This design comes from an exercise in tuning for small area on the open sky130 flow, not from production work. Function was checked by simulation only, so behaviour that the tests miss may differ from the original. Power is estimated from default activity; no workload was simulated.

==> inputs of run D <==
Design Digitales2_TopMod, start of the top module:
module Digitales2_TopMod(
		input clk, rst,EN,
		input ps2d, ps2c,
		output correct,
		output [1:0] Alarma_Vent,
		output [7:0] Catodos,
		output [3:0] Anodos
    );
clock: 10.0 ns
lec_check: 0
abc_area: 1
cap_margin: 20
core_margin: 2
core_utilization: 40
place_density: 0.6
slew_margin: 20
standard.sh (not shown) runs the stock make flow with config.mk's settings and CLKGATE_MAP_FILE= SYNTH_SCRIPT=/design/flow/synth_recipe.tcl, a recipe that flattens the netlist after the stock synthesis.
==> flow/flow/run.sh <==
#!/bin/bash
# Own layout flow: the standard layout (standard.sh), with
#  1. synthesis without half/full-adder cell extraction (ADDER_MAP_FILE empty);
#  2. the combinational logic of the synthesized netlist re-mapped by ABC for
#     area; every register cell, its name and its nets are kept, and
#     the new netlist is used only if a SAT proof shows it equal to the old one
#     with the registers cut (check_*.ys); ABC runs with four seeds and the
#     smallest proven netlist is used; without one the standard netlist is kept;
#  3. port buffers of sky130_fd_sc_hd__buf_1 (every port still gets one);
#  4. a clock tree of clkbuf_4 without dummy loads.
# Each tool writes its full output to its own log in this folder (flow_*.log),
# besides ORFS's own logs under orfs/logs.
set -euo pipefail
HERE=$(pwd)
F=$HERE/flow
R=$HERE/orfs/results/$FLOW_PLATFORM/Digitales2_TopMod/base
LIB=$FLOW_HOME/platforms/$FLOW_PLATFORM/lib/sky130_fd_sc_hd__tt_025C_1v80.lib
YOSYS=$FLOW_HOME/../tools/install/yosys/bin/yosys
[[ -x $YOSYS ]] || YOSYS=$(command -v yosys)

bash standard.sh "ADDER_MAP_FILE=" synth > flow_synth.log 2>&1

cp $R/1_2_yosys.v $HERE/netlist_std.v
SEQ=$(grep -o "sky130_fd_sc_hd__[a-z0-9_]*" $HERE/netlist_std.v | sort -u | grep -E "__(df|edf|sdf|dl|conb)" | tr '\n' ' ')
DU=$(cat $F/dont_use.txt)
# ABC runs with four random seeds in parallel; the smallest netlist that passes
# the equivalence proof is used.
remap() {  # remap SEED
  local S=$1
  printf 'strash\n&get -n\n&deepsyn -T 20 -S %s\n&put\ndch -f\namap\n' $S > $HERE/remap_$S.abc
  cat > $HERE/remap_$S.ys <<EOF
read_liberty -ignore_miss_func $LIB
blackbox $SEQ
read_verilog $HERE/netlist_std.v
hierarchy -top $FLOW_TOP
flatten
rename -hide w:*.*
opt -purge
abc -script $HERE/remap_$S.abc -liberty $LIB $DU
opt_clean -purge
hilomap -singleton -hicell sky130_fd_sc_hd__conb_1 HI -locell sky130_fd_sc_hd__conb_1 LO
insbuf -buf sky130_fd_sc_hd__buf_4 A X
opt_clean -purge
check -mapped
tee -o $HERE/remap_$S.area stat -liberty $LIB
write_verilog -noattr -nohex -nodec $HERE/netlist_remap_$S.v
EOF
  $YOSYS -s $HERE/remap_$S.ys > flow_remap_$S.log 2>&1 || return 1
  python3 $F/cutff.py $HERE/netlist_remap_$S.v $HERE/cut_remap_$S.v || return 1
  cat > $HERE/check_$S.ys <<EOF
read_liberty -ignore_miss_func $LIB
read_verilog $HERE/cut_std.v
rename $FLOW_TOP gold
read_verilog $HERE/cut_remap_$S.v
rename $FLOW_TOP gate
flatten gold gate
miter -equiv -flatten -make_outputs gold gate miter
hierarchy -top miter
sat -verify -prove trigger 0 miter
EOF
  $YOSYS -s $HERE/check_$S.ys > flow_check_$S.log 2>&1 || return 1
  grep "Chip area" $HERE/remap_$S.area | tail -1 | awk '{print $NF}' > $HERE/remap_$S.ok
}
use_remap=0
best=""
if python3 $F/cutff.py $HERE/netlist_std.v $HERE/cut_std.v; then
  for S in 0 1 2 3; do remap $S & done
  wait || true
  for S in 0 1 2 3; do
    if [[ -s $HERE/remap_$S.ok ]]; then echo "$(cat $HERE/remap_$S.ok) $S"; fi
  done > $HERE/remap_areas.txt
  best=$(sort -g $HERE/remap_areas.txt | head -1 | awk '{print $2}') || best=""
  [[ -n $best ]] && use_remap=1
fi
echo "use_remap=$use_remap seed=$best" > flow_choice.log
if [[ $use_remap == 1 ]]; then
  cp $HERE/netlist_remap_$best.v $R/1_2_yosys.v
  rm -f $R/1_synth.odb
fi

bash standard.sh "ADDER_MAP_FILE=" \
  "BUFFER_PORTS_ARGS=-buffer_cell sky130_fd_sc_hd__buf_1" \
  "CTS_ARGS=-sink_clustering_enable -repair_clock_nets -dont_use_dummy_load -buf_list sky130_fd_sc_hd__clkbuf_4 -sink_clustering_size 16 -sink_clustering_max_diameter 100" \
  finish > flow_finish.log 2>&1
Other scripts of this flow, unchanged in this note and not shown: flow/flow/cutff.py, flow/flow/dont_use.txt
==> inputs of run M, as changes to run D <==
- CORE_UTILIZATION: 40 -> 65
- PLACE_DENSITY: 0.6 -> 0.85
==> comparison table <==
Area of the placeable core: run D 6794 µm²; run M 4086 µm²
Seq power: run D 0.000291 W; run M 0.000294 W
Routed length on met3: run D 262 µm; run M 325 µm
Final weighted congestion in routability-driven placement: run D 0.8605; run M 1.005
Maximum fanout along the worst path: run D 11; run M 7
Site Rows: run D 30; run M 23
Sw Share: run D 0.2501; run M 0.2580
Post-Syn Instances: run D 290; run M 292
Run status: run D finished clean; run M finished clean
Inverters: run D 43; run M 46
Worst IR drop on VDD: run D 0.08088 mV; run M 0.1252 mV
Area of the multi-input gates: run D 963.4 µm²; run M 977.2 µm²
Path depth of the worst reg2reg path: run D 8; run M 9
CP max-delay cell: run D sky130_fd_sc_hd__nor2_1; run M sky130_fd_sc_hd__o22ai_1
Highest cell delay on the worst timing path: run D 0.53 ns; run M 0.42 ns
Worst setup path startpoint: run D est[0]; run M hi[1]
Total power density per cell area: run D 148.5 nW/µm²; run M 150.7 nW/µm²
Combinational-cell power consumption: run D 0.0000470 W; run M 0.0000402 W
Via Count: run D 2,148; run M 2,261
Post-detailed-route via-to-cell ratio: run D 5.214; run M 6.144
Tightest Pin Transition: run D 0.8558 ns; run M 0.8564 ns
Destination of the worst register-to-register timing path: run D bus[10]; run M bus[8]

-- re-timing with driven ports --
How much do the figures lean on ideal ports? The routed layouts below were timed once more, with nothing changed but the port constraints.
Step 1 sets driving cells, clkbuf_16 on the clock port and buf_2 on the other inputs (assumed; they add their load-dependent delay and slew).
Step 2 adds t to the input delays and takes it off the output delays; t is the mean of the earliest and latest rising clock arrival at the registers after step 1. Input paths then give back, and output paths get back, about the clock's delay inside the block.
Three values: ideal, step 1, step 2; two values: the first two.
| run | shift t [ns] | setup slack, ns | clock arrival spread, ns |
|---|---|---|---|
| run D | 0.393 | 5.573 / 5.546 / 5.939 | 0.033 / 0.033 |
| run M | 0.427 | 5.477 / 5.453 / 5.880 | 0.034 / 0.034 |
After both steps every run listed still meets setup and hold.
